What follows belongs to an exercise in optimizing a design on an open flow for small area; a production flow would make more cautious choices. The RTL was checked by simulation tests, not by an equivalence proof against the original design.

==> flow/design.v, too long to show whole: its modules and the start of the top module <==
// module cordic_rotation_top: 5668 lines
module cordic_rotation_top(
    input clk, input nreset, input enable,
    input signed [15:0] x_vec_in, input signed [15:0] y_vec_in,
    input [19:0] target_angle,
    output wire signed [15:0] x_vec_out, output wire signed [15:0] y_vec_out,
    output reg done);
  // ...
==> flow/run.sh <==
#!/bin/bash
# synth_recipe.tcl (not shown) runs the flow's synth.tcl, then flattens the netlist and writes it again
# the make line also repeats each setting of config.mk as NAME=value (left out here)
make -C /OpenROAD-flow-scripts/flow DESIGN_CONFIG=/design/flow/config.mk WORK_HOME=/design/flow/orfs CLKGATE_MAP_FILE= SYNTH_SCRIPT=/design/flow/synth_recipe.tcl finish
==> flow/config.mk <==
export PLATFORM = sky130hd
export DESIGN_NAME = cordic_rotation_top
export DESIGN_NICKNAME = cordic_rotation_top
export VERILOG_FILES = /design/flow/design.v
export SDC_FILE = /design/flow/constraint.sdc
export NUM_CORES = 4
export LEC_CHECK = 0
export ABC_AREA = 1
export CAP_MARGIN = 20
export CORE_MARGIN = 2
export CORE_UTILIZATION = 40
export CTS_CLUSTER_DIAMETER = 80
export CTS_CLUSTER_SIZE = 28
export PLACE_DENSITY = 0.6
export SLEW_MARGIN = 20
==> flow/constraint.sdc <==
create_clock -name core_clock -period 6.0 [get_ports {clk}]
set_input_delay 1.2000 -clock core_clock [delete_from_list [all_inputs] [get_ports {clk}]]
set_output_delay 1.2000 -clock core_clock [all_outputs]
set_load 0.01 [all_outputs]
==> notes.md, run 1 <==
- Max Fanout on Critical Path: 6
* Mux contribution to synthesized area: 0.1679%
- Maximum cell stage delay along the critical path: 0.46 ns
- Most frequent standard cell in the layout excluding fill and tap cells: inv_1
* Clk tree area frac: 3.144%
- Met2 track demand over resource in global routing: 28.06%
- The number of antenna violations at the first check in global routing is 0.
* Critical path data arrival time: 6.09 ns
* Min-Delay Path Class: flop to flop
* Average size of a mapped cell: 8.045 um^2
* Max Cap Violations: 0
- For this run, the leading register cell type out of synthesis is dfxtp_1.
- The count of endpoints failing hold in the final timing report came to 0.
* # fillers: 7,660
- The core region is 77,470 um^2.
- Grouping stages by cell kind, the critical path spends the most delay in compound AO/OA/AOI/OAI gates.
* Number of tap cells inserted: 1,040
* Smallest setup slack after layout: 0.3955 ns
- Summed over all nets, wire length on met3 after detailed routing comes to 1405 um.
- Footprint of the flip-flops and latches: 7368 um^2
- Summed over all layers, the global routing overflow is 0.
- H-tree levels: 1
- Via count: 23,330
- The flow ran to the end and the layout has no timing, DRC or antenna violations.
- Transition at the pin with the smallest max-transition slack: 0.7953 ns
- Sequential cells were found to cover 23.48% of the synthesized design area.
==> inputs of run 2 (changes only) <==
--- a/flow/config.mk
+++ b/flow/config.mk
@@ -7,5 +7,5 @@
 export LEC_CHECK = 0
 export ABC_AREA = 1
-export CAP_MARGIN = 20
+export CAP_MARGIN = 5
 export CORE_MARGIN = 2
 export CORE_UTILIZATION = 40
@@ -13,3 +13,3 @@
 export CTS_CLUSTER_SIZE = 28
 export PLACE_DENSITY = 0.6
-export SLEW_MARGIN = 20
+export SLEW_MARGIN = 5
==> run 2 against run 1 <==
  * Synthesized cell count unchanged
  * Worst hold slack unchanged
  * Count of clock-buffer cells in the layout did not move
  * Non-clock buffer count stayed put
  * Via count stayed put
  * Die area stayed put
  * Fmax unchanged
  * Critical path type unchanged
  * Critical endpoint unchanged
  * Highest routed layer unchanged
==> notes.md, run 2 <==
- Data required time at the worst endpoint: 6.48 ns (about the same)
- Post-detailed-route DRC marker count: 0 (unchanged)
- Mux contribution to synthesized area: 0.1679% (unchanged)
- The area share of xor/xnor cells in the synthesized design came to 21.43% (unchanged).
- Top Ports: 88 (unchanged)
- Biggest area contributors in the synthesized netlist: dfxtp_1, xor2_1, ha_1 (unchanged)
- The critical path endpoint category is a flop (unchanged).
- The worst reg-to-reg setup slack came to 0.40 ns (about the same).
- Syn Std Cell Area: 31,300 um^2 (unchanged)
- Seq/Total Area, Yosys: 23.48% (unchanged)
- Post-route insts no fill: 5,125 (unchanged)
* Most frequent standard cell in the layout excluding fill and tap cells: inv_1 (unchanged)
* Pin count of the biggest net entering global routing: 35 (unchanged)
- The die outline height is 283.7 um (unchanged).
* Post-synthesis async set-or-reset flop share: 0% (unchanged)
- The estimated wirelength of the detail-placed design was 50,620 um (unchanged).
- GPL Wtd Cong: 0.8645 (unchanged)
* Adder and majority cell fraction of the synthesized area: 22.46% (unchanged)
- All-Layer GR Usage: 15.06% (unchanged)
- Compound-gate portion of the synthesized area: 8.228% (unchanged)
- The number of nets in the layout came to 4,592 (unchanged).
- FF+latch count, synth: 367 (unchanged)
- The standard-cell row count came to 102 (unchanged).
- Crit start category: flop (unchanged)
- The predominant post-synthesis flop cell is dfxtp_1 (unchanged).
- The simple logic cell fraction of the synthesized area was 15.99% (unchanged).
- Max Fanout on Critical Path: 6 (unchanged)
* DRC marker count from the first detailed-route iteration: 751 (unchanged)
- Area of the die: 80,490 um^2 (unchanged)
- The initial core utilization came to 40.40% (unchanged).
* Count of port buffers added during placement: 87 (unchanged)
* Width of the chip: 283.7 um (unchanged)
- The final wirelength was 59,800 um (unchanged).
* Final clock skew: 0.03090 ns (unchanged)
- Pre-CTS setup slack: 0.02390 ns (unchanged)
- Reg2reg path depth: 30 (unchanged)
- Reg2reg start: dd14_p8 (unchanged)
- Top post-synthesis cells by count: inv_1, nand2_1, xor2_1 (unchanged).
- Library cells used by synthesis: 58 (unchanged)
* Cell occurring most often along the worst timing path: a21o_1 (unchanged)
- The number of clock sinks is 367 (unchanged).
- The first-pass GRT wire length came to 104,000 um (unchanged).
* Library cell occupying the most area in the post-synthesis netlist: dfxtp_1 (unchanged)
- The number of diodes added for antenna fixing came to 0 (unchanged).
- Setup repair after global routing missed its margin: true (unchanged)
- The worst hold path stage count came to 0 (unchanged).
* Max Buffers Root-to-Sink: 3 (unchanged)
* Final period utilization: 93.41% (unchanged)
- Transition at the pin with the smallest max-transition slack: 0.7953 ns (unchanged)
- # fillers: 7,660 (unchanged)
- Critical path data arrival time: 6.09 ns (about the same)
- The start point of the worst min-delay path is q14_p7[3] (unchanged).
- The final count of pins violating max slew came to 0 (unchanged).
- The number of hold buffers added after cts was 0 (unchanged).
* Most frequent cells in the layout: inv_1, nand2_1, xor2_1 (unchanged)
* Main combinational cell family by area after synthesis: adder cells (unchanged)
- The maximum clock frequency came to 178.4 MHz (unchanged).
- Crit path max-delay cell type: fa_1 (unchanged)
- Number of nets still failing antenna checks after routing: 0 (unchanged)
- Area Overhead vs Synth: 13.31% (unchanged)
- The count of max-cap constraint violations is 0 (unchanged).
- The TritonCTS clock tree was done (unchanged).
- Library cell used as clock root buffer: clkbuf_16 (unchanged)
- Number of global-route vias before repair: 22,980 (unchanged)
- Final-report setup violation count: 0 (unchanged)
- Average size of a mapped cell: 8.045 um^2 (unchanged)
* Antenna violations before repair: 0 (unchanged)
- The number of buffers inserted during clock tree synthesis came to 31 (unchanged).
- Status: no timing/DRC/antenna violations (unchanged).
* Core Util, Final: 45.77% (unchanged)
- The number of warnings issued by yosys was 1 (unchanged).
- Std-Cell Core Area: 77,470 um^2 (unchanged)
* Worst-case hold path end point: dd14_p8 (unchanged)
* Worst relative slew slack: 46.60% (unchanged)
- H-tree levels: 1 (unchanged)
- Number of instances in the synthesized netlist: 3,890 (unchanged)
* Count of final hold-check violations: 0 (unchanged)
- R2r endpoint: myo_p9[14] (unchanged)
- Final critical delay including setup and external delays: 5.604 ns (unchanged)
- The routed wire length per instance is 11.67 um (unchanged).
- Area fraction of the dominant cell type after synthesis: 23.48% (unchanged)
- Total global routing overflow: 0 (unchanged)
- The start-to-end type of the worst setup path is flop to flop (unchanged).
* Number of nets produced by synthesis: 4,421 (unchanged)
* Cell with the most instances after synthesis: inv_1 (unchanged)
* Smallest setup slack after layout: 0.3955 ns (unchanged)
- The detail-routed via count per cell came to 4.552 (unchanged).
* Clock transition at the registers of the reported paths: 0.07 ns (about the same)
- The number of detailed-route iterations in the first pass came to 5 (unchanged).
* Worst skew pair latency: 0.62 ns (about the same)
* Via count: 23,330 (unchanged)
- The count of placed standard cells including taps came to 5,059 (unchanged).
- The layout cell share with drive strength beyond 1 was 8.666% (unchanged).
- Min-Delay Path Class: flop to flop (unchanged)
- Maximum cell stage delay along the critical path: 0.46 ns (about the same)
- The number of enable-type register cells in the synthesized netlist is 0 (unchanged).
[run 2: stage by stage]
step	hold slack (ns)	setup TNS (ns)	cell area, um^2
2_1_floorplan	0.3096	0	31300
4_1_cts	0.3348	0	35040
6_report	0.3281	0	35460
3_5_place_dp	0.3193	0	33920
3_3_place_gp	0.3118	0	33920
5_1_grt	0.3414	-0.2052	35460
[run 2: routing by layer]
| metal | up-vias | wire length [um] | global-route usage [%] |
|---|---|---|---|
| li1 | 12530 | - | - |
| met1 | 10520 | 27240 | 18.40 |
| met2 | 205 | 29780 | 28.06 |
| met3 | 80 | 1405 | 1.551 |
| met4 | 0 | 1379 | 3.690 |
| met5 | - | 0 | 0 |
[run 2: worst max path at each step]
stage	from	to	slack [ns]	depth (start not counted)
floorplan	x12_p7[12]	x14_p8[15]	0.30	35
global placement	x12_p7[12]	x14_p8[15]	0.16	35
detailed placement	dd14_p8	myo_p9[14]	0.02	30
CTS	dd14_p8	myo_p9[14]	0.007	30
global route	x12_p7[12]	x14_p8[15]	-0.13	35
finish	dd14_p8	myo_p9[14]	0.40	30
[run 2: final cells by class]
class / count / area (um^2) / area share, %
clock inverters: 22 / 304.0 / 0.8574
multi-input cells: 2843 / 21700 / 61.19
flip-flops and latches: 367 / 7368 / 20.78
inverters: 635 / 2387 / 6.732
clock buffers: 35 / 810.8 / 2.286
repair buffers: 183 / 1592 / 4.488
well taps: 1040 / 1301 / 3.670
[run 2: worst max-delay path: cells and delay by family (launching register included)]
| kind | cells | cell delay, ns |
|---|---|---|
| buf+inv | 3 | 0.29 |
| flops | 1 | 0.39 |
| simple gates | 6 | 0.67 |
| compound gates | 14 | 2.14 |
| fa+ha+maj | 5 | 1.65 |
| xor+xnor | 2 | 0.33 |
[run 2: kinds of logic (layout without fill, tap and decap cells)]
group	count (synthesis)	count (layout)
adder cells (fa/ha/maj)	476	476
AO/OA/AOI/OAI	444	444
multiplexers	5	5
XOR/XNOR	764	764
flip-flops	367	367
buffers and inverters	680	875
AND/OR/NAND/NOR	1154	1154
[run 2: repair_timing]
item / in CTS / in global routing
resized for setup: 0 / 111
buffers inserted: 0 / 9
endpoints found under the setup margin: 0 / 64
==> inputs of run 3 (changes only) <==
--- a/flow/config.mk
+++ b/flow/config.mk
@@ -7,9 +7,9 @@
 export LEC_CHECK = 0
 export ABC_AREA = 1
-export CAP_MARGIN = 5
+export CAP_MARGIN = 20
 export CORE_MARGIN = 2
 export CORE_UTILIZATION = 40
-export CTS_CLUSTER_DIAMETER = 80
-export CTS_CLUSTER_SIZE = 28
+export CTS_CLUSTER_DIAMETER = 100
+export CTS_CLUSTER_SIZE = 34
 export PLACE_DENSITY = 0.6
-export SLEW_MARGIN = 5
+export SLEW_MARGIN = 20
==> run 3 against run 2 <==
  * Still clean
  * Via count about the same
  * Die area unchanged
  * Synthesized cell count is the same
  * Area after synthesis is the same
  * Wire length decreased by 0.37%
  * Critical path type unchanged
==> notes.md, run 3 <==
- Status: no timing/DRC/antenna violations (unchanged)
* Transition at the pin with the smallest max-transition slack: 0.7938 ns (was 0.7953 ns)
- The leftover overflow at the end of global routing came to 0 (unchanged).
- The start-to-end type of the worst setup path is flop to flop (unchanged).
- Max Buffers Root-to-Sink: 3 (unchanged)
- The final wirelength came to 59,580 um (was 59,800 um).
- The final design utilization was 45.43% (was 45.77%).
* Final clock skew: 0.03484 ns (was 0.03090 ns)
- Initial core utilization: 40.40% (unchanged)
- Width of the chip: 283.7 um (unchanged)
- Seq/Total Area, Yosys: 23.48% (unchanged)
- The gate count after technology mapping was 3,890 (unchanged).
- Final critical delay including setup and external delays: 5.584 ns (was 5.604 ns)
- Data required time at the worst endpoint: 6.47 ns (was 6.48 ns)
* Reg2reg start: dd14_p8 (unchanged)
- Compound-gate portion of the synthesized area: 8.228% (unchanged)
- Count of port buffers added during placement: 87 (unchanged)
* Worst skew pair latency: 0.60 ns (was 0.62 ns)
- The floorplan die area came to 80,490 um^2 (unchanged).
- The count of endpoints failing hold in the final timing report was 0 (unchanged).
- The area growth from synthesis to layout is 12.46% (was 13.31%).
- Library cell used as clock root buffer: clkbuf_16 (unchanged)
* Worst relative slew slack: 46.70% (was 46.60%)
* Mux contribution to synthesized area: 0.1679% (unchanged)
* Average size of a mapped cell: 8.045 um^2 (unchanged)
* Clock transition at the registers of the reported paths: 0.11 ns (was 0.07 ns)
* Cell with the most instances after synthesis: inv_1 (unchanged)
- The uppermost signal routing layer after detailed routing is met4 (unchanged).
- Post-route insts no fill: 5,113 (was 5,125)
* Biggest area contributors in the synthesized netlist: dfxtp_1, xor2_1, ha_1 (unchanged)
- The pin count of the biggest net entering global routing came to 35 (unchanged).
- Library cell occupying the most area in the post-synthesis netlist: dfxtp_1 (unchanged)
* TritonCTS clock tree: done (unchanged)
* Detail Route met2 WL: 29,640 um (was 29,780 um)
- Count of yosys warnings during synthesis: 1 (unchanged)
* Syn Std Cell Area: 31,300 um^2 (unchanged)
- Drt pass-1 iters: 5 (unchanged)
* Routed vias/inst: 4.565 (was 4.552)
* Setup repair after global routing missed its margin: true (unchanged)
- The path class of the lowest-slack min-delay path was flop to flop (unchanged).
- Beginning of the critical path: dd14_p8 (unchanged)
- The number of diodes added for antenna fixing came to 0 (unchanged).
- Critical path data arrival time: 6.05 ns (was 6.09 ns)
- The core area was 77,470 um^2 (unchanged).
* Cell area reported after detailed placement: 33,920 um^2 (unchanged)
- Number of global-route vias before repair: 22,880 (was 22,980)
- The layout cell share with drive strength beyond 1 is 8.495% (was 8.666%).
- The number of enable-type register cells in the synthesized netlist was 0 (unchanged).
- The total DRC errors in the routed layout came to 0 (unchanged).
* Adder and majority cell fraction of the synthesized area: 22.46% (unchanged)
- The detailed router's first-iteration violation count was 813 (was 751).
- Global-route wire length before repair: 103,500 um (was 104,000 um)
* Row cnt: 102 (unchanged)
* GPL Wtd Cong: 0.8645 (unchanged)
- Cell occurring most often along the worst timing path: a21o_1 (unchanged)
- Max Fanout on Critical Path: 6 (unchanged)
- The number of distinct standard cells referenced by the synthesized netlist is 58 (unchanged).
- The simple logic cell fraction of the synthesized area was 15.99% (unchanged).
- The count of placed standard cells including taps is 5,059 (unchanged).
* Maximum cell stage delay along the critical path: 0.46 ns (about the same)
* Routed wl met3: 1250 um (was 1405 um)
- Number of nets produced by synthesis: 4,421 (unchanged)
- Timing-limited maximum frequency: 179.1 MHz (was 178.4 MHz)
* Inserted Clock Buffers: 23 (was 31)
* Quantity of hold-fixing buffers added after cts: 0 (unchanged)
- The start point of the worst min-delay path was q8_p4[1] (was q14_p7[3]).
- Area fraction of the dominant cell type after synthesis: 23.48% (unchanged)
- Top Ports: 88 (unchanged)
* Via count: 23,340 (was 23,330)
* Clock sink count: 367 (unchanged)
- Final-report setup violation count: 0 (unchanged)
* # fillers: 7,684 (was 7,660)
- The routed wire length per instance is 11.65 um (was 11.67 um).
- Antenna violations before repair: 0 (unchanged)
- Main combinational cell family by area after synthesis: adder cells (unchanged)
* Parity-gate share of the synthesized area counting xor and xnor cells: 21.43% (unchanged)
* Max Cap Violations: 0 (unchanged)
- The aggregate global-route resource usage is 14.97% (was 15.06%).
* Final period utilization: 93.07% (was 93.41%)
- H-tree levels: 1 (unchanged)
- The predominant post-synthesis flop cell is dfxtp_1 (unchanged).
* Number of nets still failing antenna checks after routing: 0 (unchanged)
* Crit path max-delay cell type: fa_1 (unchanged)
* Die height: 283.7 um (unchanged)
- Final std cell area, no fill: 35,190 um^2 (was 35,460 um^2)
- Top post-synthesis cells by count: inv_1, nand2_1, xor2_1 (unchanged)
* Most frequent standard cell in the layout excluding fill and tap cells: inv_1 (unchanged)
- Post-layout net count: 4,587 (was 4,592)
- The number of flip-flops and latches in the synthesized netlist is 367 (unchanged).
- Most frequent cells in the layout: inv_1, nand2_1, xor2_1 (unchanged).
- The critical path startpoint category is a flop (unchanged).
- Post-synthesis async set-or-reset flop share: 0% (unchanged)
* Routed met1 length: 27,240 um (unchanged)
- Detailed placement HPWL: 50,620 um (unchanged)
- Final max-slew violation count: 0 (unchanged)
- Critical Path End Type: flop (unchanged)
==> run 3: cell counts after synthesis <==
Identical to the previous run, type by type.
==> run 3: layer usage <==
metal	vias up	track usage [%]
met2	226	27.92
met5	-	0
li1	12500	-
met1	10540	18.34
met3	74	1.407
met4	0	3.717
==> run 3: final timing paths <==
| path | endpoint | slack, ns | cells after the start |
|---|---|---|---|
| hold reg to reg | q10_p5[1] | 0.34 | 0 |
| hold / removal | q10_p5[1] | 0.34 | 0 |
| setup / recovery | myo_p9[14] | 0.42 | 30 |
| setup reg to reg | myo_p9[14] | 0.42 | 30 |
==> run 3: layout make-up <==
type / count / area, um^2 / area share [%]
clock buffers: 24 / 579.3 / 1.646
clock inverters: 18 / 242.7 / 0.6897
inverters: 635 / 2387 / 6.783
multi-input cells: 2843 / 21690 / 61.64
flip-flops and latches: 367 / 7375 / 20.95
well taps: 1040 / 1301 / 3.697
repair buffers: 186 / 1614 / 4.586
==> run 3: cell families (layout without fill, tap and decap cells) <==
logic type / Yosys count / after routing
simple gates: 1154 / 1154
xor+xnor: 764 / 764
buf+inv: 680 / 863
fa+ha+maj: 476 / 476
compound gates: 444 / 444
flops: 367 / 367
mux: 5 / 5
==> run 3: worst max-delay path: cells and delay by family (launching register included) <==
kind                       cells  cell delay (ns)
AOI/OAI and AO/OA             13             2.07
adders and majority gates      5             1.51
and+or+nand+nor                7             0.92
DFF                            1             0.38
xor gates and xnor gates       2             0.33
buffers and inverters          3             0.26
==> run 3: stage by stage <==
stage	setup WS, ns	hold slack (ns)	setup TNS, ns
detailed placement	0.02390	0.3193	0
floorplan	0.3015	0.3096	0
finish	0.4161	0.3398	0
global placement	0.1575	0.3118	0
global route	-0.06100	0.3532	-0.2435
CTS	0.01354	0.3467	0
==> run 3: what timing repair did <==
item,CTS,global route
gates resized for setup,0,117
setup buffers,0,12
endpoints found under the setup margin,0,65
==> inputs of run 4 (changes only) <==
--- a/flow/config.mk
+++ b/flow/config.mk
@@ -10,6 +10,4 @@
 export CORE_MARGIN = 2
 export CORE_UTILIZATION = 40
-export CTS_CLUSTER_DIAMETER = 100
-export CTS_CLUSTER_SIZE = 34
 export PLACE_DENSITY = 0.6
 export SLEW_MARGIN = 20
==> run 4 against run 3 <==
  * Worst hold slack got worse by 0.015 ns
  * Area after synthesis did not move
  * Cell area rose by 2.0%
  * Setup slack got worse by 0.050 ns
  * Via count rose by 0.47%
  * Cell count rose by 0.78%
  * Sequential cell count did not move
  * Critical endpoint unchanged
  * Highest routed layer unchanged
==> notes.md, run 4 <==
- Status: no timing/DRC/antenna violations (unchanged)
- Number of global-route vias before repair: 23,090 (was 22,880)
* Compound-gate portion of the synthesized area: 8.228% (unchanged)
- The leading area contributor after synthesis was dfxtp_1 (unchanged).
* Max Fanout on Critical Path: 6 (unchanged)
* Cell with the most instances after synthesis: inv_1 (unchanged)
* Row cnt: 102 (unchanged)
* Antenna violations before repair: 0 (unchanged)
* Number of instances in the synthesized netlist: 3,890 (unchanged)
* Drt pass-1 iters: 5 (unchanged)
* Syn Std Cell Area: 31,300 um^2 (unchanged)
- Adder and majority cell fraction of the synthesized area: 22.46% (unchanged)
- Routed vias/inst: 4.551 (was 4.565)
- TritonCTS clock tree: done (unchanged)
* H-tree levels: 2 (was 1)
* GPL Wtd Cong: 0.8645 (unchanged)
- Worst Path Class, Setup: flop to flop (unchanged)
- The CTS root buffer was clkbuf_16 (unchanged).
- The floorplan die area was 80,490 um^2 (unchanged).
* Layout cell share with drive strength beyond 1: 9.263% (was 8.495%)
* Critical Path End Type: flop (unchanged)
* Area Overhead vs Synth: 14.67% (was 12.46%)
* Critical path data arrival time: 6.09 ns (was 6.05 ns)
- Via count: 23,450 (was 23,340)
* Number of nets produced by synthesis: 4,421 (unchanged)
- Number of synthesized flops with an enable pin: 0 (unchanged)
- Count of final hold-check violations: 0 (unchanged)
- Top post-synthesis cells by count: inv_1, nand2_1, xor2_1 (unchanged)
* FF+latch count, synth: 367 (unchanged)
- Max Cap Violations: 0 (unchanged)
* Seq/Total Area, Yosys: 23.48% (unchanged)
- Crit path max-delay cell type: fa_1 (unchanged)
- Cell occurring most often along the worst timing path: a21o_1 (unchanged)
- The core area came to 77,470 um^2 (unchanged).
* Mux contribution to synthesized area: 0.1679% (unchanged)
- Die height: 283.7 um (unchanged)
- Final period utilization: 93.90% (was 93.07%)
- The area share of xor/xnor cells in the synthesized design was 21.43% (unchanged).
* Initial core utilization: 40.40% (unchanged)
- Average size of a mapped cell: 8.045 um^2 (unchanged)
- The number of warnings issued by yosys is 1 (unchanged).
- Most frequent cells in the layout: inv_1, nand2_1, xor2_1 (unchanged)
- The area of all sequential standard cells is 7366 um^2 (was 7375 um^2).
* Final max-slew violation count: 0 (unchanged)
- Biggest area contributors in the synthesized netlist: dfxtp_1, xor2_1, ha_1 (unchanged)
- Ant diodes: 0 (unchanged)
- Post-layout net count: 4,608 (was 4,587)
* Global-route wire length before repair: 104,300 um (was 103,500 um)
- Routed WL per cell: 11.70 um (was 11.65 um)
- The top cell type's share of synthesized area was 23.48% (unchanged).
* Max Buffers Root-to-Sink: 3 (unchanged)
- The source-to-sink clock delay at the later pin of the worst-skew pair came to 0.57 ns (was 0.60 ns).
- Simple-gate share of the synthesized area: 15.99% (unchanged)
- # fillers: 7,603 (was 7,684)
- Post-detailed-route DRC marker count: 0 (unchanged)
- Post-synthesis async set-or-reset flop share: 0% (unchanged)
* Final critical delay including setup and external delays: 5.634 ns (was 5.584 ns)
- Width of the chip: 283.7 um (unchanged)
- The leftover overflow at the end of global routing is 0 (unchanged).
- Min-Delay Path Class: flop to flop (unchanged)
- Total wire length after detailed routing: 60,270 um (was 59,580 um)
- Library cells used by synthesis: 58 (unchanged)
* Top Ports: 88 (unchanged)
- Maximum cell stage delay along the critical path: 0.46 ns (about the same)
* Pin count of the biggest net entering global routing: 35 (unchanged)
- The register clock-pin slew on the reported worst setup and hold paths came to 0.06 ns (was 0.11 ns).
* Count of port buffers added during placement: 87 (unchanged)
- Worst relative slew slack: 46.94% (was 46.70%)
- The largest family of logic cells by synthesized area was adder cells (unchanged).
* Most frequent standard cell in the layout excluding fill and tap cells: inv_1 (unchanged)
- Data required time at the worst endpoint: 6.46 ns (was 6.47 ns)
- The critical path startpoint category is a flop (unchanged).
- Final-report setup violation count: 0 (unchanged)
- The final standard cell area without fillers came to 35,890 um^2 (was 35,190 um^2).
- The area of placed instances is 33,920 um^2 (unchanged).
* Final clock skew: 0.02606 ns (was 0.03484 ns)
- The number of nets with antenna violations after detailed routing came to 0 (unchanged).
* Detailed placement HPWL: 50,620 um (unchanged)
* Timing-limited maximum frequency: 177.5 MHz (was 179.1 MHz)
* Clock sink count: 367 (unchanged)
- The transition time at the pin with the least slew margin came to 0.7902 ns (was 0.7938 ns).
* Inserted Clock Buffers: 46 (was 23)
* DRC marker count from the first detailed-route iteration: 802 (was 813)
- All-Layer GR Usage: 15.21% (was 14.97%)
- Multi-input logic area: 21,710 um^2 (was 21,690 um^2)
- Most frequently used flop master after synthesis: dfxtp_1 (unchanged)
[run 4: path summary, 6_finish.rpt]
check	start	end	slack [ns]	cells after the start
worst min register to register	q14_p7[3]	dd14_p8	0.32	0
worst min-delay path	q14_p7[3]	dd14_p8	0.32	0
worst max-delay path	dd14_p8	myo_p9[14]	0.37	30
worst max register to register	dd14_p8	myo_p9[14]	0.37	30
[run 4: per-layer routing]
| layer | part of all wire [%] | track usage [%] |
|---|---|---|
| met1 | 45 | 18.29 |
| met2 | 50 | 28.06 |
| met3 | 2.7 | 2.002 |
| met4 | 2.6 | 4.392 |
| met5 | 0 | 0 |
[run 4: timing repair]
action,in CTS,in global routing
endpoints found under the setup margin,0,63
gates resized for setup,0,115
hold buffers,0,0
buffers inserted,0,10
[run 4: cell type report]
class                   instances  area share [%]
repair buffers                184           4.456
multi-input cells            2843           60.50
clock buffers                  62           3.657
inverters                     635           6.652
flip-flops and latches        367           20.53
clock inverters                22          0.5822
well taps                    1040           3.626
[run 4: metrics by stage]
stage	utilization, %	hold slack (ns)	cells	setup WS, ns	TNS [ns]
after floorplan	-	0.3096	3890	0.3015	0
after global placement	43.79	0.3118	5059	0.1575	0
after detailed placement	43.79	0.3193	5059	0.02390	0
after CTS	45.75	0.3272	5143	0.005947	0
after global routing	46.33	0.3369	5153	-0.08145	-0.2287
final	46.33	0.3248	5153	0.3661	0
[run 4: kinds of logic after synthesis]
kind of cell	Yosys count
simple gates	1154
xor+xnor	764
buf+inv	680
fa+ha+maj	476
compound gates	444
flops	367
mux	5
[run 4: critical path: cells and delay by family (launching register included)]
family / cells / cell delay, ns
AOI/OAI and AO/OA: 14 / 2.15
xor gates and xnor gates: 2 / 0.33
adders and majority gates: 5 / 1.65
buffers and inverters: 3 / 0.29
DFF: 1 / 0.38
and+or+nand+nor: 6 / 0.68

==> re-timing with driven ports <==
The flow's constraints put no driver on any port. The routed layouts listed below were extracted and timed again, unchanged, in two steps. Step 1 assumes that a clkbuf_16 drives the clock port and a buf_2 every other input. Step 2 moves the port delays by t, midway between the first and last clock arrival at a register: inputs arrive t later, outputs are due t later. That takes back most of the time a late clock gives input paths. a / b / c = no drivers / after step 1 / after step 2; a / b = the first two.
| run | t (ns) | setup WS [ns] | worst setup path at the end |
|---|---|---|---|
| run 1 | 0.666 | 0.396 / 0.396 / 0.188 | input to register |
| run 2 | 0.666 | 0.396 / 0.396 / 0.188 | input to register |
| run 3 | 0.637 | 0.416 / 0.416 / 0.211 | input to register |
| run 4 | 0.623 | 0.366 / 0.366 / 0.191 | input to register |
After both steps every run listed still meets setup and hold.
